Background: an optimization exercise with open tools, aiming at small area, a short achievable clock period and few clock cycles per item. Do not read the settings as production practice. Where RTL was checked, it was by simulation tests only, not by an equivalence proof against the original. Only the layout flow was run in run 7; the RTL was not checked for function there. No activity file was given, so power comes from the tool's default toggle rates.

--- design.v ---
`timescale 1ns / 1ps
module medfilter2
(
  CLK,
  RSTn,
  Start_sig,
  Done_sig,
  Data_out,
  Rom_addr,
  Rom_data
);
  input CLK;
  input RSTn;
  input Start_sig;
  output Done_sig;
  output [7:0] Data_out;
  output [17:0] Rom_addr;
  input [7:0] Rom_data;
  reg       st1;       
  reg       start_d;
  reg       run;
  reg [1:0] ph;        
  reg       z;         
  reg       first;     
  reg [8:0] rowA;
  reg [8:0] colA;
  reg       zq;        
  reg       done;
  wire start = st1 & ~start_d;
  always @(posedge CLK or negedge RSTn)
    if (!RSTn) begin
      st1     <= 1'b0;
      start_d <= 1'b0;
    end else begin
      st1     <= Start_sig;
      start_d <= st1;
    end
  reg       eor;       
  wire [8:0] row_inc2 = {rowA[8:1] + 8'd1, rowA[0]};
  wire [8:0] row_dec1 = rowA - 9'd1;
  always @(posedge CLK or negedge RSTn)
    if (!RSTn) begin
      run  <= 1'b0;
      done <= 1'b0;
    end else begin
      if (start)
        run <= 1'b1;
      done <= run & ~start & ph[0] & ~first & ~(~z & colA == 9'd3);
    end
  always @(posedge CLK)
    if (start) begin
      ph    <= 2'd0;
      z     <= 1'b1;
      first <= 1'b1;
      rowA  <= 9'd511;
      colA  <= 9'd0;
      zq    <= 1'b1;
      eor   <= 1'b0;
    end else begin
      ph  <= {ph[0], ~ph[1] & ~ph[0]};
      eor <= ~z & (colA == 9'd511);
      if (ph[1]) begin
        z    <= eor;
        if (!eor)
          rowA <= row_dec1;
        if (!z)
          colA <= colA + 9'd1;
      end else if (ph[0])
        rowA <= row_dec1;
      else
        rowA <= row_inc2;
      zq   <= z | (ph == 2'd0 && rowA == 9'd511) | (ph[0] && rowA == 9'd0);
      if (ph[0] && !z && colA == 9'd2)
        first <= 1'b0;
    end
  assign Rom_addr = {rowA, colA};
  assign Done_sig = done;
  wire g0 = (ph == 2'd0);
  wire g1 = (ph == 2'd1);
  wire g2 = (ph == 2'd2);
  reg [7:0] s0, s1, s2, s3, s4, s5, s6, s7, s8, s9, s10;
  reg [7:0] r0n, r1n, r2n, r3n;    
  reg [7:0] dout;
  wire cA = gt8(s1, s0);
  wire cB = gt8(s2, s0);
  wire hold1 = (g0 | g1) & cA;
  reg q_bc, q_ac, x1, x2, x3;
  wire gab = x3;
  wire gac = q_ac;
  wire gbc = q_bc;
  wire oa = g0 ? (gab & gac)   : g1 ? (gab ^ gac)    : (~gab & ~gac);
  wire ob = g0 ? (~gab & gbc)  : g1 ? ~(gab ^ gbc)   : (gab & ~gbc);
  wire oc = g0 ? (~gac & ~gbc) : g1 ? (gac ^ gbc)    : (gac & gbc);
  wire [7:0] op3n = ~(({8{oa}} & s10) | ({8{ob}} & s7) | ({8{oc}} & s4));
  reg f1, f1d, f2;
  wire fab = f1d;
  wire fac = f2;
  wire fbc = f1;
  wire [7:0] fmed = ~(({8{fab ^ fac}} & r3n) | ({8{~(fab ^ fbc)}} & r2n) | ({8{fac ^ fbc}} & r1n));
  function gt8;
    input [7:0] a, b;
    reg [7:0] g, p;
    reg [3:0] g2, p2;
    reg [1:0] g4, p4;
    integer i;
    begin
      g = a & ~b;
      p = a | ~b;
      for (i = 0; i < 4; i = i + 1) begin
        g2[i] = g[2*i+1] | p[2*i+1] & g[2*i];
        p2[i] = p[2*i+1] & p[2*i];
      end
      for (i = 0; i < 2; i = i + 1) begin
        g4[i] = g2[2*i+1] | p2[2*i+1] & g2[2*i];
        p4[i] = p2[2*i+1] & p2[2*i];
      end
      gt8 = g4[1] | p4[1] & g4[0];
    end
  endfunction
  always @(posedge CLK) begin
    s0  <= Rom_data & {8{~zq}};
    s1  <= hold1 ? s1 : s0;
    s2  <= g2 ? s1 :
           g0 ? (cA ? s0 : s1) :
           (cB ? s2 : (cA ? s0 : s1));
    s3  <= (g1 & cB) ? s0 : s2;
    s4  <= s3;
    s5  <= s4;
    s6  <= s5;
    s7  <= s6;
    s8  <= s7;
    s9  <= s8;
    s10 <= s9;
    q_bc <= gt8(s6, s3);
    q_ac <= gt8(s9, s3);
    x1  <= q_bc;
    x2  <= x1;
    x3  <= x2;
    r0n <= op3n;
    r1n <= r0n;
    r2n <= r1n;
    r3n <= r2n;
    f1  <= gt8(r0n, r1n);
    f2  <= gt8(r0n, r2n);
    f1d <= f1;
    dout <= fmed;
  end
  assign Data_out = dout;
endmodule
--- constraint.sdc ---
create_clock -name core_clock -period 5.5 [get_ports {CLK}]
set_input_delay 1.1000 -clock core_clock [delete_from_list [all_inputs] [get_ports {CLK}]]
set_output_delay 1.1000 -clock core_clock [all_outputs]
set_load 0.01 [all_outputs]
--- config.mk ---
export PLATFORM = sky130hd
export DESIGN_NAME = medfilter2
export DESIGN_NICKNAME = medfilter2
export VERILOG_FILES = /design/flow/design.v
export SDC_FILE = /design/flow/constraint.sdc
export NUM_CORES = 4
export LEC_CHECK = 0
export CAP_MARGIN = 20
export CORE_MARGIN = 2
export CORE_UTILIZATION = 40
export CTS_BUF_LIST = sky130_fd_sc_hd__clkbuf_8
export SETUP_SLACK_MARGIN = 3.2
export SLEW_MARGIN = 20
--- flow/run.sh ---
#!/bin/bash
# The standard layout (standard.sh) with two changes:
# - the port buffers that placement inserts are the library's smallest
#   buffer instead of a delay cell; timing repair resizes them where needed;
# - clock tree synthesis does not add dummy loads to the clock nets.
export BUFFER_PORTS_ARGS="-buffer_cell sky130_fd_sc_hd__buf_1"
export CTS_ARGS="-sink_clustering_enable -repair_clock_nets -buf_list sky130_fd_sc_hd__clkbuf_8 -dont_use_dummy_load"
bash standard.sh > standard.log 2>&1
--- standard.sh ---
#!/bin/bash
# synth_recipe.tcl (not shown) runs the flow's synth.tcl, then flattens the netlist and writes it again
# the make line also repeats each setting of config.mk as NAME=value (left out here)
make -C /OpenROAD-flow-scripts/flow DESIGN_CONFIG=/design/flow/config.mk WORK_HOME=/design/flow/orfs CLKGATE_MAP_FILE= SYNTH_SCRIPT=/design/flow/synth_recipe.tcl "${@:-finish}"
==> results of run 1 <==
## layer usage
layer	wire length, um	vias to the layer above	track usage, %
met3	380	11	4.76
met1	4770	1740	18.1
li1	-	1847	-
met4	124	0	5.27
met5	0	-	0
met2	4570	62	22.0
## metrics by stage
step                hold WS [ns]  std cells  util [%]
finish                     0.318        729      44.9
global route               0.332        729      44.9
CTS                        0.325        729      44.8
detailed placement         0.313        712      43.2
global placement           0.312        712      43.2
floorplan                  0.310        509         -
## final cells by class
type                       instances  area [sq um]
fill                            1308          7710
inverter                          43           161
sequential                       164          3460
clock buffer                      17           234
multi-input combinational        288          2050
timing repair buffer              37           139
tap                              180           225
## cells by family (layout without fill, tap and decap cells)
family	after synthesis	in the layout
compound gates	97	97
xor+xnor	14	14
buf+inv	57	97
mux	18	18
simple gates	130	130
fa+ha+maj	29	29
flops	164	164
## power groups by stage
| stage | registers (uW) | logic, uW | clock network, uW |
|---|---|---|---|
| floorplan | 1990 | 985 | 0 |
| global placement | 2100 | 1130 | 0 |
| detailed placement | 2130 | 1160 | 0 |
| CTS | 2110 | 1170 | 643 |
| global route | 2190 | 1310 | 700 |
| finish | 2110 | 1160 | 621 |
## worst register-to-register path: stages, from the launching register on
cell and delay (ns):
dfxtp_1 0.41, and2b_4 0.22, o21ai_2 0.10, o311ai_1 0.13, a221oi_2 0.28, o22a_1 0.46, mux2_4 0.35
## how the worst max path moves through the flow
stage                  from           end  slack [ns]  depth (start not counted)
floorplan             s0[2]         s1[0]        3.46                          6
global placement      s0[2]         s1[0]        3.16                          6
detailed placement    s0[2]         s1[1]        3.01                          6
CTS                 rowA[3]  Rom_addr[12]        3.27                          1
global route        rowA[2]  Rom_addr[11]        3.21                          1
finish              rowA[2]  Rom_addr[11]        3.30                          1
## cells in the mapped netlist, types with 3 or more instances
cell type,number
a221oi_1,10
buf_6,3
dfrtp_1,4
o22ai_1,11
dfxtp_1,144
nand2b_1,18
o21ai_1,4
edfxtp_1,16
xnor2_1,4
xor2_1,10
mux2_4,12
maj3_2,5
maj3_1,9
inv_1,42
a21oi_1,11
nand4_1,7
ha_1,15
o221ai_1,5
a31oi_1,7
mux2i_1,6
o21ai_0,14
or2_2,4
a22oi_1,4
nor2_1,25
nor2b_1,18
nand3_1,7
clkbuf_1,9
a222oi_1,9
a21o_1,3
nand2_1,37
## timing repair
action,CTS,global route
gates resized for setup,1,3
pin swaps,0,0
endpoints found under the setup margin,8,14
==> out/results.tsv, run 1 <==
metric	value	unit
synth_top_family_by_area	compound AO/OA/AOI/OAI gates	
track_usage	14.1	%
synthArstFlopShare	2.44	%
slew_headroom	44.8	%
grt_pass1_vias	3497	
io_buffers	37	
synth_ff_type	dfxtp_1	
path_cells	buf_1	
vdd_drop_max	0.240	mV
critPathBufInv	1	
yosys.area.top_type	dfxtp_1	
postRouteAntennaNets	0	
grt-ovfl-total	0	
r2r-end	s3[3]	
drv_cap	0	
layout_common_cells	dfxtp_1, inv_1, nand2_1, buf_1, nor2_1	
n_antenna_cell	0	
synth_seq_cells	164	
nets	577	
min_delay_path_depth	0	
dr_total_vias	3660	
worst-endpoint-required	4.40	ns
root_buffer	clkbuf_8	
min_period	2.20	ns
reg2regPathDepth	6	
p_comb_share	29.8	%
synth_mux_area_share	4.18	%
seq_power_share	54.3	%
ctsLongestPathBuffers	2	
switching_power	1320	uW
clock_latency	0.43	ns
cts-hold-fix-buffers	0	
antenna_found_initial	0	
synth_compound_area_share	12.1	%
ctsHtreeMaxLevel	4	
setup_ws	3.30	ns
cts_tree	built	
finalPower	3890	uW
placed_cell_area	6040	sq um
p_leak	0.00258	uW
startpoint_type	register	
routed_via_density	5.02	
syn_area_per_cell	11.3	sq um
finalHoldViolations	0	
grt_max_degree	19	
syn_area	5750	sq um
ys_warn_count	1	
drv_slew	0	
start_util	41.1	%
critPathCaptureType	output pin	
cts_buffers	17	
skew	0.0195	ns
path_clk_slew	0.08	ns
core	14000	sq um
dr.pass1.iters	5	
pin_count	38	
wire_per_inst	13.5	um
final_area	6280	sq um
path_class	register to output pin	
top_regs	colA (9), rowA (9)	
grt_pass1_wl	16700	um
clock.fmax	454	MHz
synth_cells	509	
hp-class	register to register	
status	no timing/DRC/antenna violations	
drc	0	
pwr-share-clk	15.9	%
r2r-start	s0[2]	
hold_start	s5[2]	
drive_above_1_share	8.56	%
drt-total-wl	9840	um
rows	43	
synthSimpleGateAreaFrac	11.5	%
tightestPinTransition	0.827	ns
die_w	124	um
place.gp.congestion	0.824	
cp_max_fo	8	
die_y	124	um
synth-adder-area-share	5.81	%
r2r_slack	3.43	ns
place_ws	3.01	ns
synth.distinct_cells	57	
hold_end	s6[2]	
setup_tns	0	ns
hpwl	6940	um
post_cts_buffers	0	
slowest_delay	0.48	ns
power_density	620	nW/um^2
final_common_cell	dfxtp_1	
cp.arrival	1.10	ns
drt_iter0_drc	213	
syn_nets	535	
ys_seq_area_share	60.2	%
setup_viol	0	
synth_xor_area_share	2.13	%
rsz0062_at_grt	false	
crit_family	flip-flops	
synthTopCellsByArea	dfxtp_1, edfxtp_1, ha_1	
p_int	2570	uW
cp_slowest_cell	dfxtp_1	
synth_top_area_share	50.1	%
swShare	34.0	%
clock_sinks	164	
synth_edf_count	16	
area_growth	9.16	%
fin_crit_sh	40.0	%
fp.dieArea	15400	sq um
Testbench counts, summed over its fixed seeds: cycles 2,363,946, items 786,432.
==> run 2, diff against run 1 <==
--- a/config.mk
+++ b/config.mk
@@ -9,5 +9,5 @@
 export CORE_MARGIN = 2
 export CORE_UTILIZATION = 40
 export CTS_BUF_LIST = sky130_fd_sc_hd__clkbuf_8
-export SETUP_SLACK_MARGIN = 3.2
+export SETUP_SLACK_MARGIN = 3.3
 export SLEW_MARGIN = 20
==> run 2 against run 1 <==
Against the previous run: critical path depth is the same; first-iteration DRC count increased by 0.94%; non-clock buffer count grew 1; synthesized area unchanged; clock skew is 0.0011 ns lower; final cell count grew 0.14%; synthesized cell count unchanged; core utilization increased by 0.11 points; routed wire length increased by 0.17%; via count up 0.93%; combinational power is essentially flat; critical path type unchanged; critical endpoint unchanged.
==> out/results.tsv, run 2 <==
metric	value	unit
drc	0	
yosys.area.top_type	dfxtp_1	
critPathCaptureType	output pin	
crit_family	flip-flops	
cp_slowest_cell	dfxtp_2	
layout_common_cells	dfxtp_1, inv_1, nand2_1, buf_1, nor2_1	
min_period	2.11	ns
tightestPinTransition	0.827	ns
synth_edf_count	16	
syn_nets	535	
skew	0.0184	ns
clock.fmax	473	MHz
post-synth-top-count-cell	dfxtp_1	
ctsLongestPathBuffers	2	
fp.dieArea	15400	sq um
cts_buffers	17	
dr_total_vias	3694	
core	14000	sq um
drive_above_1_share	9.45	%
slew_headroom	44.8	%
final_common_cell	dfxtp_1	
ys_warn_count	1	
drv_cap	0	
rsz0062_at_grt	false	
clock_latency	0.43	ns
setup_ws	3.39	ns
dr.pass1.iters	5	
root_buffer	clkbuf_8	
setup_tns	0	ns
syn_area_per_cell	11.3	sq um
ctsHtreeMaxLevel	4	
synth_ff_type	dfxtp_1	
n_antenna_cell	0	
ys_top_cells_by_count	dfxtp_1, inv_1, nand2_1	
track_usage	14.1	%
start_util	41.1	%
synth_cells	509	
io_buffers	37	
grt_pass1_vias	3497	
wire_per_inst	13.5	um
grt_max_degree	19	
cp.arrival	1.01	ns
status	no timing/DRC/antenna violations	
synthTopCellsByArea	dfxtp_1, edfxtp_1, ha_1	
cts_tree	built	
syn_area	5750	sq um
finalHoldViolations	0	
worst-endpoint-required	4.40	ns
drv_slew	0	
nets	578	
top_regs	colA (9), rowA (9)	
path_cells	buf_1	
path_class	register to output pin	
setup_viol	0	
place_ws	3.01	ns
startpoint_type	register	
postRouteAntennaNets	0	
synth_top_area_share	50.1	%
grt_pass1_wl	16700	um
die_y	124	um
antenna_found_initial	0	
hp-class	register to register	
slowest_delay	0.41	ns
pin_count	38	
vdd_drop_max	0.240	mV
clock_sinks	164	
cts-hold-fix-buffers	0	
place.gp.congestion	0.824	
fillers	1306	
area_growth	9.42	%
synth.distinct_cells	57	
ys_seq_area_share	60.2	%
fin_crit_sh	38.4	%
grt-ovfl-total	0	
hpwl	6940	um
synth_seq_cells	164	
rows	43	
power_density	621	nW/um^2
p_leak	0.00258	uW
whs	0.316	ns
drt-total-wl	9860	um
routed_via_density	5.06	
cp_max_fo	8	
path_clk_slew	0.08	ns
drt_iter0_drc	215	
die_w	124	um
synthArstFlopShare	2.44	%
critPathBufInv	1	
run 2: area by class of cell:
| type | count | area [sq um] | share of cell area [%] |
|---|---|---|---|
| Timing Repair Buffer | 38 | 146 | 2.33 |
| Tap cell | 180 | 225 | 3.58 |
| Sequential cell | 164 | 3470 | 55.2 |
| Multi-Input combinational cell | 288 | 2050 | 32.6 |
| Clock buffer | 17 | 234 | 3.72 |
| Inverter | 43 | 161 | 2.56 |
run 2: cells by family (layout without fill, tap and decap cells):
group	after synthesis	in the layout	share of synthesized area, %
and+or+nand+nor	130	130	11.5
muxes	18	18	4.18
buffers and inverters	57	98	4.15
xor gates and xnor gates	14	14	2.13
DFF	164	164	60.2
adders and majority gates	29	29	5.81
AOI/OAI and AO/OA	97	97	12.1
run 2: where the power goes:
part           leakage [uW]  total, uW  internal (uW)  switching, uW
clock              0.000122        621            273            348
combinational       0.00105       1170            578            593
sequential          0.00141       2120           1730            387
total               0.00258       3910           2580           1330
run 2: timing repair:
action	in CTS	in global routing
pin swaps	0	1
endpoints found under the setup margin	10	17
buffers inserted	0	1
gates resized for setup	3	6
run 2: metal layers:
layer,wire length [um],GRT usage (%)
met4,141,5.27
met3,437,4.76
met2,4530,22.0
met1,4750,18.1
met5,0,0
run 2: worst paths after layout:
path                       startpoint            to  slack [ns]  cells after the start
min reg2reg                     s5[2]         s6[2]        0.32                      0
max reg2reg                     s0[2]         s3[3]        3.43                      6
max in group asynchronous        RSTn           run        4.83                      1
max                           rowA[2]  Rom_addr[11]        3.39                      1
min                             s5[2]         s6[2]        0.32                      0
min in group asynchronous        RSTn           st1        0.49                      1
run 2: per-stage QoR:
| stage | cells | area, sq um | utilization [%] | total power, uW |
|---|---|---|---|---|
| after CTS | 729 | 6270 | 44.9 | 3930 |
| after detailed placement | 712 | 6040 | 43.2 | 3300 |
| after global placement | 712 | 6040 | 43.2 | 3230 |
| final | 730 | 6290 | 45.0 | 3910 |
| after floorplan | 509 | 5750 | - | 2980 |
| after global routing | 730 | 6290 | 45.0 | 4210 |
==> run 3, diff against run 2 <==
--- a/design.v
+++ b/design.v
@@ -35,7 +35,7 @@
       st1     <= Start_sig;
       start_d <= st1;
     end
-  reg       eor;       
+  wire      eor = ~z & (&colA);    
   wire [8:0] row_inc2 = {rowA[8:1] + 8'd1, rowA[0]};
   wire [8:0] row_dec1 = rowA - 9'd1;
   always @(posedge CLK or negedge RSTn)
@@ -55,10 +55,8 @@
       rowA  <= 9'd511;
       colA  <= 9'd0;
       zq    <= 1'b1;
-      eor   <= 1'b0;
     end else begin
       ph  <= {ph[0], ~ph[1] & ~ph[0]};
-      eor <= ~z & (colA == 9'd511);
       if (ph[1]) begin
         z    <= eor;
         if (!eor)
==> run 3 against run 2 <==
Against the previous run: clock power hardly changed; clock skew is 0.010 ns higher; first-iteration DRC count is 1.9% higher; core utilization hardly changed; count of clock-buffer cells in the layout stayed put; critical path type unchanged; critical path depth stayed put; still clean; via count is 1.0% lower; power is 2.1% lower; synthesized cell count is 0.79% higher.
==> out/results.tsv, run 3 <==
metric	value	unit
status	no timing/DRC/antenna violations	
p_leak	0.00253	uW
syn_area	5690	sq um
top_regs	colA (9), rowA (9)	
ctsHtreeMaxLevel	4	
pin_count	38	
critPathCaptureType	output pin	
synth.distinct_cells	51	
fin_crit_sh	38.7	%
min_period	2.13	ns
use_met3	4.70	%
setup_viol	0	
synthTopCellsByArea	dfxtp_1, edfxtp_1, ha_1	
ys_top_cells_by_count	dfxtp_1, inv_1, nand2_1	
finalPower	3820	uW
met2_usage	22.3	%
start_util	41.0	%
crit_family	flip-flops	
io_buffers	37	
drt_iter0_drc	219	
drv_cap	0	
slew_headroom	46.5	%
track_usage	14.1	%
critPathBufInv	1	
yosys.area.top_type	dfxtp_1	
area_growth	9.70	%
drc	0	
synth_seq_cells	163	
cp.arrival	1.03	ns
utilization	45.0	%
nets	581	
n_antenna_cell	0	
skew	0.0287	ns
dr.pass1.iters	5	
cp_slowest_cell	dfxtp_1	
ys_warn_count	1	
cts_buffers	17	
power_density	613	nW/um^2
cts_tree	built	
drive_above_1_share	7.23	%
antenna_found_initial	0	
grt_use_met1	18.0	%
grt_pass1_wl	16600	um
worst-endpoint-required	4.40	ns
startpoint_type	register	
routed_via_density	4.99	
hp-class	register to register	
grt-ovfl-total	0	
syn_nets	539	
final_common_cell	dfxtp_1	
synthArstFlopShare	2.45	%
ys_seq_area_share	60.5	%
post_cts_buffers	0	
busiest_layer	met2	
rsz0062_at_grt	false	
setup_tns	0	ns
slowest_delay	0.41	ns
dr_total_vias	3657	
path_cells	buf_1	
syn_area_per_cell	11.1	sq um
clock_latency	0.44	ns
fillers	1327	
cp_max_fo	4	
drt-total-wl	9860	um
whs	0.298	ns
tightestPinTransition	0.801	ns
finalHoldViolations	0	
synth_edf_count	16	
clock.fmax	470	MHz
synth_top_area_share	50.3	%
wire_per_inst	13.4	um
fp.dieArea	15200	sq um
path_class	register to output pin	
place.gp.congestion	0.827	
grt_pass1_vias	3532	
hpwl	6920	um
clock_sinks	163	
grt_max_degree	19	
post-synth-top-count-cell	dfxtp_1	
synth_ff_type	dfxtp_1	
postRouteAntennaNets	0	
rows	43	
cts-hold-fix-buffers	0	
vdd_drop_max	0.241	mV
die_y	123	um
synth_cells	513	
ctsLongestPathBuffers	2	
die_w	123	um
core	13900	sq um
drv_slew	0	
layout_common_cells	dfxtp_1, inv_1, buf_1	
path_clk_slew	0.08	ns
root_buffer	clkbuf_8	
## run 3: cell families after synthesis
kind of cell,Yosys count,share of synthesized area [%]
flops,163,60.5
simple gates,137,12.1
compound gates,98,12.3
buf+inv,58,3.92
fa+ha+maj,28,5.70
mux,18,3.74
xor+xnor,11,1.69
## run 3: per-stage QoR
stage               worst slack (ns)  cells  instance area (sq um)
finish                          3.37    733                   6240
global route                    3.31    733                   6240
CTS                             3.30    733                   6230
detailed placement              3.43    716                   5990
global placement                3.48    716                   5990
floorplan                       3.58    513                   5690
## run 3: final timing paths
path / cells after the start / slack (ns) / startpoint / to
max in group asynchronous: 1 / 4.83 / RSTn / done
worst min-delay path: 0 / 0.30 / s5[1] / s6[1]
worst max register to register: 6 / 3.43 / s1[0] / s2[0]
min in group asynchronous: 1 / 0.49 / RSTn / st1
worst min register to register: 0 / 0.30 / s5[1] / s6[1]
worst max-delay path: 1 / 3.37 / colA[6] / Rom_addr[6]
## run 3: cell type report
cell class	instances	area (sq um)	area share, %
Multi-Input combinational cell	292	2020	32.4
Timing Repair Buffer	37	139	2.23
Sequential cell	163	3450	55.3
Clock buffer	17	234	3.75
Tap cell	180	225	3.61
Inverter	44	165	2.65
## run 3: metal layers
layer / share of wire (%) / up-vias / routed length, um
li1: - / 1871 / -
met1: 49 / 1727 / 4850
met2: 47 / 50 / 4590
met3: 3.3 / 9 / 327
met4: 0.92 / 0 / 91
met5: 0 / - / 0
## run 3: what timing repair did
action / in CTS / in global routing
resized for setup: 1 / 7
endpoints found under the setup margin: 1 / 7
cloned: 0 / 0
## run 3: power by group
| part | internal [uW] | switching, uW | total, uW |
|---|---|---|---|
| registers | 1710 | 382 | 2090 |
| clock network | 272 | 346 | 619 |
| logic | 529 | 584 | 1110 |
| total | 2510 | 1310 | 3820 |
Testbench counts of run 3, summed over its fixed seeds: cycles 2,363,946, items 786,432.
==> run 4, diff against run 3 <==
--- a/config.mk
+++ b/config.mk
@@ -9,5 +9,5 @@
 export CORE_MARGIN = 2
 export CORE_UTILIZATION = 40
 export CTS_BUF_LIST = sky130_fd_sc_hd__clkbuf_8
-export SETUP_SLACK_MARGIN = 3.3
+export SETUP_SLACK_MARGIN = 3.5
 export SLEW_MARGIN = 20
==> run 4 against run 3 <==
Against the previous run: final cell count increased by 3.5%; routed wire length increased by 5.8%; flip-flop and latch count did not move; synthesized area stayed put; critical path depth unchanged; largest power group unchanged.
==> out/results.tsv, run 4 <==
metric	value	unit
status	no timing/DRC/antenna violations	
antenna_found_initial	0	
startpoint_type	register	
critPathBufInv	1	
placed_cell_area	5990	sq um
ctsHtreeMaxLevel	4	
hold_end	s6[1]	
dr_total_vias	3789	
nets	607	
fin_crit_sh	36.6	%
syn_nets	539	
root_buffer	clkbuf_8	
cp_max_fo	1	
reg2regPathDepth	6	
p_leak	0.00280	uW
synth_seq_cells	163	
path_cells	clkbuf_2	
min_period	2.01	ns
slowest_delay	0.36	ns
drv_slew	0	
crit_family	flip-flops	
cp_slowest_cell	dfrtp_1	
drt_iter0_drc	218	
die_y	123	um
ys_seq_area_share	60.5	%
postRouteAntennaNets	0	
place.gp.congestion	0.827	
setup_ws	3.49	ns
synth_ff_type	dfxtp_1	
synthTopCellsByArea	dfxtp_1, edfxtp_1, ha_1	
start_util	41.0	%
yosys.area.top_type	dfxtp_1	
n_antenna_cell	0	
wire_per_inst	13.7	um
synth_top_area_share	50.3	%
r2r-end	s2[0]	
grt_pass1_wl	17300	um
hp-class	register to register	
fp.dieArea	15200	sq um
drt-total-wl	10400	um
grt-ovfl-total	0	
power_density	604	nW/um^2
die_w	123	um
worst-endpoint-required	4.40	ns
cts_buffers	17	
utilization	48.2	%
final_common_cell	dfxtp_1	
r2r_slack	3.50	ns
layout_common_cells	dfxtp_1, inv_1, nand2_1	
drv_cap	0	
setup_viol	0	
grt_pass1_vias	3710	
ctsLongestPathBuffers	2	
synth_edf_count	16	
top_regs	colA (9), rowA (9)	
clock_latency	0.45	ns
vdd_drop_max	0.279	mV
hold_start	s5[1]	
rows	43	
dr.pass1.iters	5	
tightestPinTransition	0.825	ns
routed_via_density	4.99	
final_area	6690	sq um
io_buffers	37	
synth.distinct_cells	51	
cp.arrival	0.91	ns
drive_above_1_share	20.2	%
hpwl	6920	um
cts_tree	built	
r2r-start	s1[2]	
grt_max_degree	19	
syn_area_per_cell	11.1	sq um
slew_headroom	44.9	%
clock.fmax	497	MHz
min_delay_path_depth	0	
fillers	1264	
synth_cells	513	
ys_top_cells_by_count	dfxtp_1, inv_1, nand2_1	
place_ws	3.43	ns
syn_area	5690	sq um
area_growth	17.5	%
pin_count	38	
clock_sinks	163	
path_class	register to output pin	
rsz0062_at_grt	true	
synthArstFlopShare	2.45	%
critPathCaptureType	output pin	
drc	0	
ys_warn_count	1	
core	13900	sq um
post-synth-top-count-cell	dfxtp_1	
finalHoldViolations	0	
setup_tns	0	ns
path_clk_slew	0.08	ns
skew	0.0283	ns
track_usage	14.7	%
cts-hold-fix-buffers	0	
-- run 4: cell counts after synthesis --
Identical to the previous run, type by type.
-- run 4: worst max-delay path by stage --
stage / startpoint / end / slack, ns / cells past startpoint
final: done / Done_sig / 3.49 / 1
after detailed placement: s1[0] / s2[0] / 3.43 / 6
after CTS: done / Done_sig / 3.46 / 1
after floorplan: s1[0] / s2[0] / 3.58 / 6
after global routing: s1[0] / s2[0] / 3.41 / 6
after global placement: s1[0] / s2[1] / 3.48 / 6
-- run 4: where the power goes --
| group | switching [uW] | internal [uW] |
|---|---|---|
| clock | 348 | 272 |
| combinational | 656 | 681 |
| sequential | 353 | 1730 |
-- run 4: area by class of cell --
class / count / area, sq um / share of cell area, %
inverters: 44 / 165 / 2.47
well taps: 180 / 225 / 3.37
repair buffers: 63 / 509 / 7.62
multi-input cells: 292 / 2050 / 30.6
flip-flops and latches: 163 / 3500 / 52.4
clock buffers: 17 / 234 / 3.50
-- run 4: metal layers --
layer / vias to the layer above / GRT usage (%) / part of all wire (%)
met5: - / 0 / 0
met4: 0 / 4.90 / 0.87
met3: 9 / 4.70 / 3.9
met2: 72 / 23.9 / 48
met1: 1787 / 18.6 / 48
li1: 1921 / - / -
-- run 4: logic make-up (layout without fill, tap and decap cells) --
kind of cell / Yosys count / in the layout / share of synthesized area [%]
multiplexers: 18 / 18 / 3.74
adder cells (fa/ha/maj): 28 / 28 / 5.70
flip-flops: 163 / 163 / 60.5
AND/OR/NAND/NOR: 137 / 137 / 12.1
AO/OA/AOI/OAI: 98 / 98 / 12.3
XOR/XNOR: 11 / 11 / 1.69
buffers and inverters: 58 / 124 / 3.92
-- run 4: repair_timing --
action / CTS / global route
pin swaps: 3 / 5
gates resized for setup: 75 / 22
buffers inserted: 23 / 3
setup endpoints to repair: 33 / 59
-- run 4: metrics by stage --
| step | instances | hold slack [ns] | power, uW |
|---|---|---|---|
| 6_report | 759 | 0.299 | 4040 |
| 5_1_grt | 759 | 0.300 | 4340 |
| 4_1_cts | 756 | 0.300 | 4000 |
| 3_5_place_dp | 716 | 0.313 | 3230 |
| 3_3_place_gp | 716 | 0.312 | 3160 |
| 2_1_floorplan | 513 | 0.310 | 2890 |
==> run 5, diff against run 4 <==
--- a/config.mk
+++ b/config.mk
@@ -9,5 +9,5 @@
 export CORE_MARGIN = 2
 export CORE_UTILIZATION = 40
 export CTS_BUF_LIST = sky130_fd_sc_hd__clkbuf_8
-export SETUP_SLACK_MARGIN = 3.5
+export SETUP_SLACK_MARGIN = 3.4
 export SLEW_MARGIN = 20
==> run 5 against run 4 <==
Against the previous run: flip-flop and latch count is the same; non-clock buffer count shrank 17; synthesized cell count is the same; critical path depth grew 5; maximum frequency fell by 2.4%; count of clock-buffer cells in the layout unchanged; largest power group unchanged; highest routed layer unchanged.
==> out/results.tsv, run 5 <==
metric	value	unit
status	no timing/DRC/antenna violations	
cp_slowest_cell	edfxtp_1	
drv_cap	0	
drv_slew	0	
hp-class	register to register	
syn_area_per_cell	11.1	sq um
cp_max_fo	6	
grt-ovfl-total	0	
grt_pass1_vias	3545	
die_w	123	um
slew_headroom	44.7	%
cts_tree	built	
endpoint	s2[0]	
setup_tns	0	ns
rows	43	
core	13900	sq um
path_cells	nor2b_4 -> o21ai_1 -> o311ai_1 -> a221o_1 -> o21bai_4 -> mux2_4	
pwr-share-clk	15.9	%
post-synth-top-count-cell	dfxtp_1	
grt_pass1_wl	16600	um
drt_iter0_drc	238	
synth.distinct_cells	51	
min_period	2.06	ns
finalPower	3880	uW
fillers	1307	
die_y	123	um
p_leak	0.00264	uW
drt-total-wl	10000	um
setup_viol	0	
postRouteAntennaNets	0	
utilization	46.0	%
path_class	register to register	
cp.arrival	2.24	ns
clock_sinks	163	
synth_top_area_share	50.3	%
drive_above_1_share	14.6	%
r2r_slack	3.44	ns
ys_warn_count	1	
yosys.area.top_type	dfxtp_1	
synth_seq_cells	163	
grt_max_degree	19	
cts-hold-fix-buffers	0	
critPathCaptureType	register	
synth_ff_type	dfxtp_1	
p_int	2560	uW
pin_count	38	
startpoint_type	register	
dr.pass1.iters	5	
fin_crit_sh	37.5	%
cts_buffers	17	
syn_area	5690	sq um
swShare	34.1	%
skew	0.0289	ns
antenna_found_initial	0	
switching_power	1320	uW
nets	590	
path_clk_slew	0.08	ns
final_common_cell	dfxtp_1	
r2r-end	s2[0]	
start_util	41.0	%
drc	0	
dr_total_vias	3707	
seq_power_share	54.1	%
multi_input_area	2030	sq um
tightestPinTransition	0.828	ns
power_density	608	nW/um^2
vdd_drop_max	0.237	mV
synthTopCellsByArea	dfxtp_1, edfxtp_1, ha_1	
n_antenna_cell	0	
instances_no_fill	742	
r2r-start	s1[2]	
syn_nets	539	
whs	0.298	ns
slowest_delay	0.41	ns
synth_edf_count	16	
layout_common_cells	dfxtp_1, inv_1, nand2_1	
fp.dieArea	15200	sq um
io_buffers	37	
rsz0062_at_grt	true	
placedCellCount	716	
startpoint	s1[2]	
ctsHtreeMaxLevel	4	
seq_area	3500	sq um
finalHoldViolations	0	
root_buffer	clkbuf_8	
routed_via_density	5.00	
ys_seq_area_share	60.5	%
track_usage	14.1	%
top_regs	colA (9), rowA (9)	
place.gp.congestion	0.827	
p_comb_share	29.9	%
worst-endpoint-required	5.68	ns
synth_cells	513	
synthArstFlopShare	2.45	%
reg2regPathDepth	6	
ctsLongestPathBuffers	2	
clock_latency	0.45	ns
clock.fmax	485	MHz
wire_per_inst	13.5	um
ys_top_cells_by_count	dfxtp_1, inv_1, nand2_1	
hpwl	6920	um
area_growth	12.2	%
-- run 5: logic make-up after synthesis --
logic type                 Yosys count  share of synthesized area, %
xor gates and xnor gates            11                          1.69
buffers and inverters               58                          3.92
adders and majority gates           28                          5.70
and+or+nand+nor                    137                          12.1
AOI/OAI and AO/OA                   98                          12.3
DFF                                163                          60.5
muxes                               18                          3.74
-- run 5: power by group through the flow --
stage	combinational (uW)	clock (uW)	sequential, uW
after global routing	1320	689	2170
after global placement	1080	0	2080
after floorplan	912	0	1980
after CTS	1130	645	2100
final	1160	619	2100
after detailed placement	1120	0	2110
-- run 5: through the flow --
step	cell area, sq um	setup WS, ns
after floorplan	5690	3.58
after global placement	5990	3.48
after detailed placement	5990	3.43
after CTS	6270	3.35
after global routing	6380	3.36
final	6380	3.44
-- run 5: worst max-delay path: cells and delay by family (launching register included) --
kind	cells	cell delay, ns
AOI/OAI and AO/OA	4	0.94
muxes	1	0.33
and+or+nand+nor	1	0.15
DFF	1	0.41
-- run 5: layout make-up --
cell class                 instances  area share, %
sequential                       163           54.8
clock buffer                      17           3.67
timing repair buffer              46           3.55
inverter                          44           2.59
tap                              180           3.53
multi-input combinational        292           31.9
-- run 5: per-layer routing --
layer / wire length, um / track usage, % / part of all wire [%]
met1: 4840 / 18.0 / 48
met4: 100 / 4.90 / 1.0
met5: 0 / 0 / 0
met2: 4680 / 22.3 / 47
met3: 390 / 4.70 / 3.9
-- run 5: worst min path at each step --
stage,depth (start not counted),start,endpoint
after floorplan,0,s5[0],s6[0]
after global placement,0,x1,x2
after detailed placement,0,s8[7],s9[7]
after CTS,0,s8[1],s9[1]
after global routing,0,s8[1],s9[1]
final,0,s5[1],s6[1]
-- run 5: what timing repair did --
action,4_1_cts,5_1_grt
endpoints found under the setup margin,18,28
pin swaps,0,5
buffers inserted,0,9
resized for setup,28,26
==> run 6, diff against run 5 <==
--- a/design.v
+++ b/design.v
@@ -35,7 +35,7 @@
       st1     <= Start_sig;
       start_d <= st1;
     end
-  wire      eor = ~z & (&colA);    
+  reg       eor;       
   wire [8:0] row_inc2 = {rowA[8:1] + 8'd1, rowA[0]};
   wire [8:0] row_dec1 = rowA - 9'd1;
   always @(posedge CLK or negedge RSTn)
@@ -55,8 +55,10 @@
       rowA  <= 9'd511;
       colA  <= 9'd0;
       zq    <= 1'b1;
+      eor   <= 1'b0;
     end else begin
       ph  <= {ph[0], ~ph[1] & ~ph[0]};
+      eor <= ~z & (colA == 9'd511);
       if (ph[1]) begin
         z    <= eor;
         if (!eor)
==> run 6 against run 5 <==
Against the previous run: count of clock-buffer cells in the layout unchanged; maximum frequency increased by 1.4%; register-to-register slack improved by 0.10 ns; clock skew decreased by 0.012 ns; power increased by 1.8%; critical endpoint is now Rom_addr[3]; hold slack improved by 0.019 ns; sequential power about the same; cell area about the same; sequential share of layout area about the same; synthesized cell count decreased by 0.78%.
==> out/results.tsv, run 6 <==
metric	value	unit
p_leak	0.00265	uW
rsz0062_at_grt	false	
setup_ws	3.46	ns
finalHoldViolations	0	
hold_start	s5[2]	
min_period	2.04	ns
io_buffers	37	
cp_slowest_cell	dfxtp_2	
startpoint_type	register	
final_common_cell	dfxtp_1	
switching_power	1330	uW
drv_cap	0	
drt-total-wl	9910	um
rows	43	
postRouteAntennaNets	0	
pin_count	38	
clock_latency	0.43	ns
cts_buffers	17	
status	no timing/DRC/antenna violations	
p_int	2620	uW
cp_max_fo	5	
yosys.area.top_type	dfxtp_1	
utilization	45.6	%
synth.distinct_cells	57	
grt_pass1_vias	3497	
place.gp.congestion	0.824	
syn_nets	535	
drc	0	
fp.dieArea	15400	sq um
hp-class	register to register	
setup_tns	0	ns
cp_num_cells	1	
ctsLongestPathBuffers	2	
wire_per_inst	13.5	um
path_clk_slew	0.08	ns
antenna_found_initial	0	
drt_iter0_drc	211	
n_antenna_cell	0	
dr.pass1.iters	7	
post-synth-top-count-cell	dfxtp_1	
grt-ovfl-total	0	
pwr-share-clk	15.7	%
power_density	619	nW/um^2
core	14000	sq um
slew_headroom	45.0	%
drive_above_1_share	15.5	%
fin_crit_sh	37.0	%
root_buffer	clkbuf_8	
multi_input_area	2070	sq um
synth_cells	509	
syn_area	5750	sq um
ys_warn_count	1	
crit_family	flip-flops	
slowest_delay	0.36	ns
synth_ff_type	dfxtp_1	
grt_max_degree	19	
top_regs	colA (9), rowA (9)	
layout_common_cells	dfxtp_1, inv_1, nand2_1	
seq_power_share	53.6	%
startpoint	colA[3]	
nets	582	
ys_seq_area_share	60.2	%
fillers	1299	
swShare	33.8	%
setup_viol	0	
critPathBufInv	1	
synth_seq_cells	164	
path_cells	buf_1	
area_growth	10.9	%
ctsHtreeMaxLevel	4	
place_ws	3.01	ns
worst-endpoint-required	4.40	ns
die_w	124	um
path_class	register to output pin	
start_util	41.1	%
min_delay_path_depth	0	
synth_top_area_share	50.1	%
tightestPinTransition	0.823	ns
seq_area	3500	sq um
cts_tree	built	
dr_total_vias	3711	
hpwl	6940	um
synthTopCellsByArea	dfxtp_1, edfxtp_1, ha_1	
p_comb_share	30.7	%
drv_slew	0	
ys_top_cells_by_count	dfxtp_1, inv_1, nand2_1	
critPathCaptureType	output pin	
clock_sinks	164	
syn_area_per_cell	11.3	sq um
die_y	124	um
synth_edf_count	16	
r2r-start	s0[2]	
routed_via_density	5.06	
track_usage	14.1	%
synthArstFlopShare	2.44	%
clock.fmax	491	MHz
grt_pass1_wl	16600	um
reg2regPathDepth	6	
vdd_drop_max	0.238	mV
skew	0.0170	ns
cp.arrival	0.94	ns
run 6: worst paths after layout:
check                           slack, ns     endpoint
worst max register to register       3.54        s2[1]
worst max-delay path                 3.46  Rom_addr[3]
worst min-delay path                 0.32        s6[2]
worst min register to register       0.32        s6[2]
max in group asynchronous            4.83          run
min in group asynchronous            0.49          st1
run 6: power by group through the flow:
stage / logic, uW / clock network [uW] / registers [uW]
2_1_floorplan: 985 / 0 / 1990
3_3_place_gp: 1130 / 0 / 2100
3_5_place_dp: 1160 / 0 / 2130
4_1_cts: 1180 / 643 / 2120
5_1_grt: 1360 / 699 / 2190
6_report: 1210 / 619 / 2120
run 6: metrics by stage:
step / cells / hold slack, ns / cell area [sq um] / power [uW]
finish: 734 / 0.318 / 6380 / 3950
global placement: 712 / 0.312 / 6040 / 3230
CTS: 729 / 0.325 / 6310 / 3950
global route: 734 / 0.332 / 6380 / 4250
detailed placement: 712 / 0.313 / 6040 / 3300
floorplan: 509 / 0.310 / 5750 / 2980
run 6: cells by family (layout without fill, tap and decap cells):
group,count (synthesis),in the layout,synth area share [%]
muxes,18,18,4.18
xor gates and xnor gates,14,14,2.13
DFF,164,164,60.2
and+or+nand+nor,130,130,11.5
buffers and inverters,57,102,4.15
AOI/OAI and AO/OA,97,97,12.1
adders and majority gates,29,29,5.81
run 6: area by class of cell:
cell class,count,share of cell area (%)
well taps,180,3.53
inverters,43,2.53
clock buffers,17,3.67
repair buffers,42,3.06
multi-input cells,288,32.4
flip-flops and latches,164,54.8
run 6: metal layers:
| metal | share of wire [%] | wire length [um] | global-route usage [%] | vias up |
|---|---|---|---|---|
| met1 | 48 | 4750 | 18.1 | 1754 |
| met2 | 46 | 4560 | 22.0 | 84 |
| li1 | - | - | - | 1860 |
| met4 | 1.4 | 142 | 5.27 | 0 |
| met5 | 0 | 0 | 0 | - |
| met3 | 4.6 | 456 | 4.76 | 13 |
run 6: timing repair:
| item | in CTS | in global routing |
|---|---|---|
| resized for setup | 28 | 15 |
| setup buffers | 0 | 5 |
| hold buffers | 0 | 0 |
| pin swaps | 0 | 1 |
| endpoints found under the setup margin | 30 | 34 |
Testbench counts of run 6, summed over its fixed seeds: cycles 2,363,946, items 786,432.
==> run 7, diff against run 6 <==
--- a/design.v
+++ b/design.v
@@ -35,7 +35,7 @@
       st1     <= Start_sig;
       start_d <= st1;
     end
-  reg       eor;       
+  wire      eor = ~z & (&colA);    
   wire [8:0] row_inc2 = {rowA[8:1] + 8'd1, rowA[0]};
   wire [8:0] row_dec1 = rowA - 9'd1;
   always @(posedge CLK or negedge RSTn)
@@ -45,7 +45,7 @@
     end else begin
       if (start)
         run <= 1'b1;
-      done <= run & ~start & ph[0] & ~first & ~(~z & colA == 9'd3);
+      done <= run & ~start & (ph == 2'd0) & ~first & ~(~z & colA == 9'd3);
     end
   always @(posedge CLK)
     if (start) begin
@@ -55,10 +55,8 @@
       rowA  <= 9'd511;
       colA  <= 9'd0;
       zq    <= 1'b1;
-      eor   <= 1'b0;
     end else begin
       ph  <= {ph[0], ~ph[1] & ~ph[0]};
-      eor <= ~z & (colA == 9'd511);
       if (ph[1]) begin
         z    <= eor;
         if (!eor)
@@ -70,7 +68,7 @@
       else
         rowA <= row_inc2;
       zq   <= z | (ph == 2'd0 && rowA == 9'd511) | (ph[0] && rowA == 9'd0);
-      if (ph[0] && !z && colA == 9'd2)
+      if (ph == 2'd0 && !z && colA == 9'd2)
         first <= 1'b0;
     end
   assign Rom_addr = {rowA, colA};
@@ -79,24 +77,25 @@
   wire g1 = (ph == 2'd1);
   wire g2 = (ph == 2'd2);
   reg [7:0] s0, s1, s2, s3, s4, s5, s6, s7, s8, s9, s10;
-  reg [7:0] r0n, r1n, r2n, r3n;    
+  reg [7:0] r0n, r1n, r2n;    
   reg [7:0] dout;
   wire cA = gt8(s1, s0);
   wire cB = gt8(s2, s0);
   wire hold1 = (g0 | g1) & cA;
-  reg q_bc, q_ac, x1, x2, x3;
+  wire cbc = gt8(s6, s3);
+  wire cac = gt8(s9, s3);
+  reg  x1, x2, x3;
+  reg  sa, sb, sc;
   wire gab = x3;
-  wire gac = q_ac;
-  wire gbc = q_bc;
-  wire oa = g0 ? (gab & gac)   : g1 ? (gab ^ gac)    : (~gab & ~gac);
-  wire ob = g0 ? (~gab & gbc)  : g1 ? ~(gab ^ gbc)   : (gab & ~gbc);
-  wire oc = g0 ? (~gac & ~gbc) : g1 ? (gac ^ gbc)    : (gac & gbc);
-  wire [7:0] op3n = ~(({8{oa}} & s10) | ({8{ob}} & s7) | ({8{oc}} & s4));
+  wire oa = g2 ? (gab & cac)   : g0 ? (gab ^ cac)    : (~gab & ~cac);
+  wire ob = g2 ? (~gab & cbc)  : g0 ? ~(gab ^ cbc)   : (gab & ~cbc);
+  wire oc = g2 ? (~cac & ~cbc) : g0 ? (cac ^ cbc)    : (cac & cbc);
+  wire [7:0] op3n = ~(({8{sa}} & s10) | ({8{sb}} & s7) | ({8{sc}} & s4));
   reg f1, f1d, f2;
   wire fab = f1d;
   wire fac = f2;
   wire fbc = f1;
-  wire [7:0] fmed = ~(({8{fab ^ fac}} & r3n) | ({8{~(fab ^ fbc)}} & r2n) | ({8{fac ^ fbc}} & r1n));
+  wire [7:0] fmed = ~(({8{fab ^ fac}} & r2n) | ({8{~(fab ^ fbc)}} & r1n) | ({8{fac ^ fbc}} & r0n));
   function gt8;
     input [7:0] a, b;
     reg [7:0] g, p;
@@ -131,17 +130,17 @@
     s8  <= s7;
     s9  <= s8;
     s10 <= s9;
-    q_bc <= gt8(s6, s3);
-    q_ac <= gt8(s9, s3);
-    x1  <= q_bc;
+    x1  <= cbc;
     x2  <= x1;
     x3  <= x2;
+    sa  <= oa;
+    sb  <= ob;
+    sc  <= oc;
     r0n <= op3n;
     r1n <= r0n;
     r2n <= r1n;
-    r3n <= r2n;
-    f1  <= gt8(r0n, r1n);
-    f2  <= gt8(r0n, r2n);
+    f1  <= gt8(op3n, r0n);
+    f2  <= gt8(op3n, r1n);
     f1d <= f1;
     dout <= fmed;
   end
==> run 7 against run 6 <==
Against the previous run: still clean; first-iteration DRC count increased by 24%; power increased by 5.8%; sequential power decreased by 3%; largest power group unchanged.
==> out/results.tsv, run 7 <==
metric	value	unit
status	no timing/DRC/antenna violations	
vdd_drop_max	0.262	mV
grt-ovfl-total	0	
post-synth-top-count-cell	dfxtp_1	
root_buffer	clkbuf_8	
p_leak	0.00265	uW
drc	0	
clock_latency	0.45	ns
synth_seq_cells	156	
ys_top_cells_by_count	dfxtp_1, inv_1, nand2_1	
hold_start	s5[3]	
core	13800	sq um
slew_headroom	46.1	%
syn_area_per_cell	10.8	sq um
startpoint_type	register	
synthTopCellsByArea	dfxtp_1, edfxtp_1, ha_1	
hp-class	register to register	
path_class	register to register	
dr_total_vias	3814	
ctsHtreeMaxLevel	4	
synthArstFlopShare	2.56	%
utilization	46.9	%
cts_tree	built	
hold_end	s6[3]	
wire_per_inst	13.5	um
drt-total-wl	10200	um
grt_pass1_wl	16600	um
drv_slew	0	
min_delay_path_depth	0	
synth_ff_type	dfxtp_1	
clock_sinks	156	
hpwl	6980	um
place.gp.congestion	0.784	
fillers	1321	
p_comb_share	36.0	%
finalHoldViolations	0	
area_growth	15.8	%
track_usage	14.3	%
drive_above_1_share	19.7	%
tightestPinTransition	0.808	ns
reg2regPathDepth	9	
die_y	122	um
synth_edf_count	16	
cts_buffers	17	
postRouteAntennaNets	0	
nets	603	
start_util	40.5	%
power_density	647	nW/um^2
swShare	34.6	%
ctsLongestPathBuffers	2	
skew	0.0322	ns
worst-endpoint-required	5.81	ns
dr.pass1.iters	7	
path_clk_slew	0.09	ns
grt_max_degree	19	
setup_tns	0	ns
seq_power_share	49.3	%
synth_cells	517	
r2r-end	sc	
p_int	2730	uW
switching_power	1450	uW
rsz0062_at_grt	true	
fin_crit_sh	40.8	%
pin_count	38	
fp.dieArea	14900	sq um
n_antenna_cell	0	
final_common_cell	dfxtp_1	
cp.arrival	2.55	ns
layout_common_cells	dfxtp_1, inv_1, nand2_1	
io_buffers	37	
clock.fmax	445	MHz
syn_area	5580	sq um
drt_iter0_drc	262	
ys_seq_area_share	59.2	%
synth.distinct_cells	51	
cp_max_fo	2	
synth_top_area_share	48.8	%
drv_cap	0	
r2r-start	s9[0]	
setup_viol	0	
pwr-share-clk	14.7	%
antenna_found_initial	0	
syn_nets	543	
critPathCaptureType	register	
top_regs	colA (9), rowA (9)	
rows	43	
die_w	122	um
r2r_slack	3.25	ns
ys_warn_count	1	
grt_pass1_vias	3541	
routed_via_density	5.05	
min_period	2.25	ns
yosys.area.top_type	dfxtp_1	
-- run 7: per-layer routing --
| layer | global-route usage, % | vias to the layer above | wire length (um) |
|---|---|---|---|
| met4 | 5.89 | 0 | 102 |
| li1 | - | 1934 | - |
| met3 | 4.87 | 7 | 437 |
| met5 | 0 | - | 0 |
| met2 | 22.7 | 63 | 4870 |
| met1 | 18.0 | 1810 | 4770 |
-- run 7: worst max-delay path: stages (launching register included) --
cell,delay (ns)
dfxtp_2,0.33
nor2b_4,0.12
maj3_2,0.32
a221oi_2,0.23
nor2_1,0.08
maj3_2,0.34
o21a_1,0.21
ha_1,0.27
mux2i_1,0.12
o21ai_1,0.08
-- run 7: area by class of cell --
| class | instances | area (sq um) | share of cell area, % |
|---|---|---|---|
| repair buffers | 60 | 359 | 5.56 |
| well taps | 180 | 225 | 3.49 |
| clock buffers | 17 | 234 | 3.62 |
| inverters | 37 | 141 | 2.19 |
| flip-flops and latches | 156 | 3350 | 51.9 |
| multi-input cells | 305 | 2150 | 33.2 |
-- run 7: worst max path at each step --
stage	from	endpoint	slack [ns]	depth (start not counted)
2_1_floorplan	s0[5]	s2[2]	3.38	6
3_3_place_gp	s0[0]	s3[6]	3.18	6
3_5_place_dp	s0[0]	s3[7]	3.12	6
4_1_cts	s9[0]	sc	3.26	9
5_1_grt	s9[0]	sa	3.13	9
6_report	s9[0]	sc	3.25	9
-- run 7: cells by family after synthesis --
kind of cell | share of synthesized area (%)
AO/OA/AOI/OAI | 13.1
XOR/XNOR | 1.41
adder cells (fa/ha/maj) | 5.36
buffers and inverters | 4.10
flip-flops | 59.2
multiplexers | 3.88
AND/OR/NAND/NOR | 12.9
-- run 7: power groups by stage --
stage	registers, uW	clock network (uW)	logic (uW)
global placement	2060	0	1240
CTS	2060	633	1420
global route	2130	685	1690
detailed placement	2080	0	1270
floorplan	1920	0	1110
finish	2060	616	1500
-- run 7: repair_timing --
action,4_1_cts,5_1_grt
hold buffers,0,0
resized for setup,33,28
setup buffers,11,12
endpoints found under the hold margin,0,0
setup endpoints to repair,33,50
gates cloned,0,0
pin swaps,7,10
-- run 7: metrics by stage --
step	hold slack, ns	worst slack [ns]	cell area (sq um)	instances	total power, uW
final	0.319	3.25	6460	755	4180
after global routing	0.325	3.13	6460	755	4510
after CTS	0.321	3.26	6310	743	4110
after detailed placement	0.314	3.12	5920	715	3360
after global placement	0.311	3.18	5920	715	3300
after floorplan	0.310	3.38	5640	517	3020

## separate check: timing with driven ports
How much do the figures lean on ideal ports? The routed layouts below were timed once more, with nothing changed but the port constraints. Step 1: set_driving_cell puts a clkbuf_16 on CLK and a buf_2 on each other input, an assumption about the parent block. Step 2 times the ports against the registers' clock, not the clock port: input delays grow and output delays shrink by t, the midpoint of the rising clock arrivals with the driver on. Slacks: no drivers / after step 1 / after step 2; pairs: no drivers / after step 1.
run | t (ns) | slack for setup (ns) | worst register clock-pin slew, ns
run 1 | 0.458 | 3.298 / 3.265 / 3.432 | 0.08 / 0.08
run 2 | 0.459 | 3.387 / 3.353 / 3.432 | 0.08 / 0.08
run 3 | 0.463 | 3.374 / 3.340 / 3.434 | 0.09 / 0.09
run 4 | 0.466 | 3.486 / 3.453 / 3.501 | 0.09 / 0.09
run 5 | 0.466 | 3.436 / 3.407 / 3.436 | 0.09 / 0.09
run 6 | 0.456 | 3.464 / 3.431 / 3.542 | 0.08 / 0.08
run 7 | 0.467 | 3.254 / 3.254 / 3.254 | 0.09 / 0.09
After both steps every run listed still meets setup and hold.
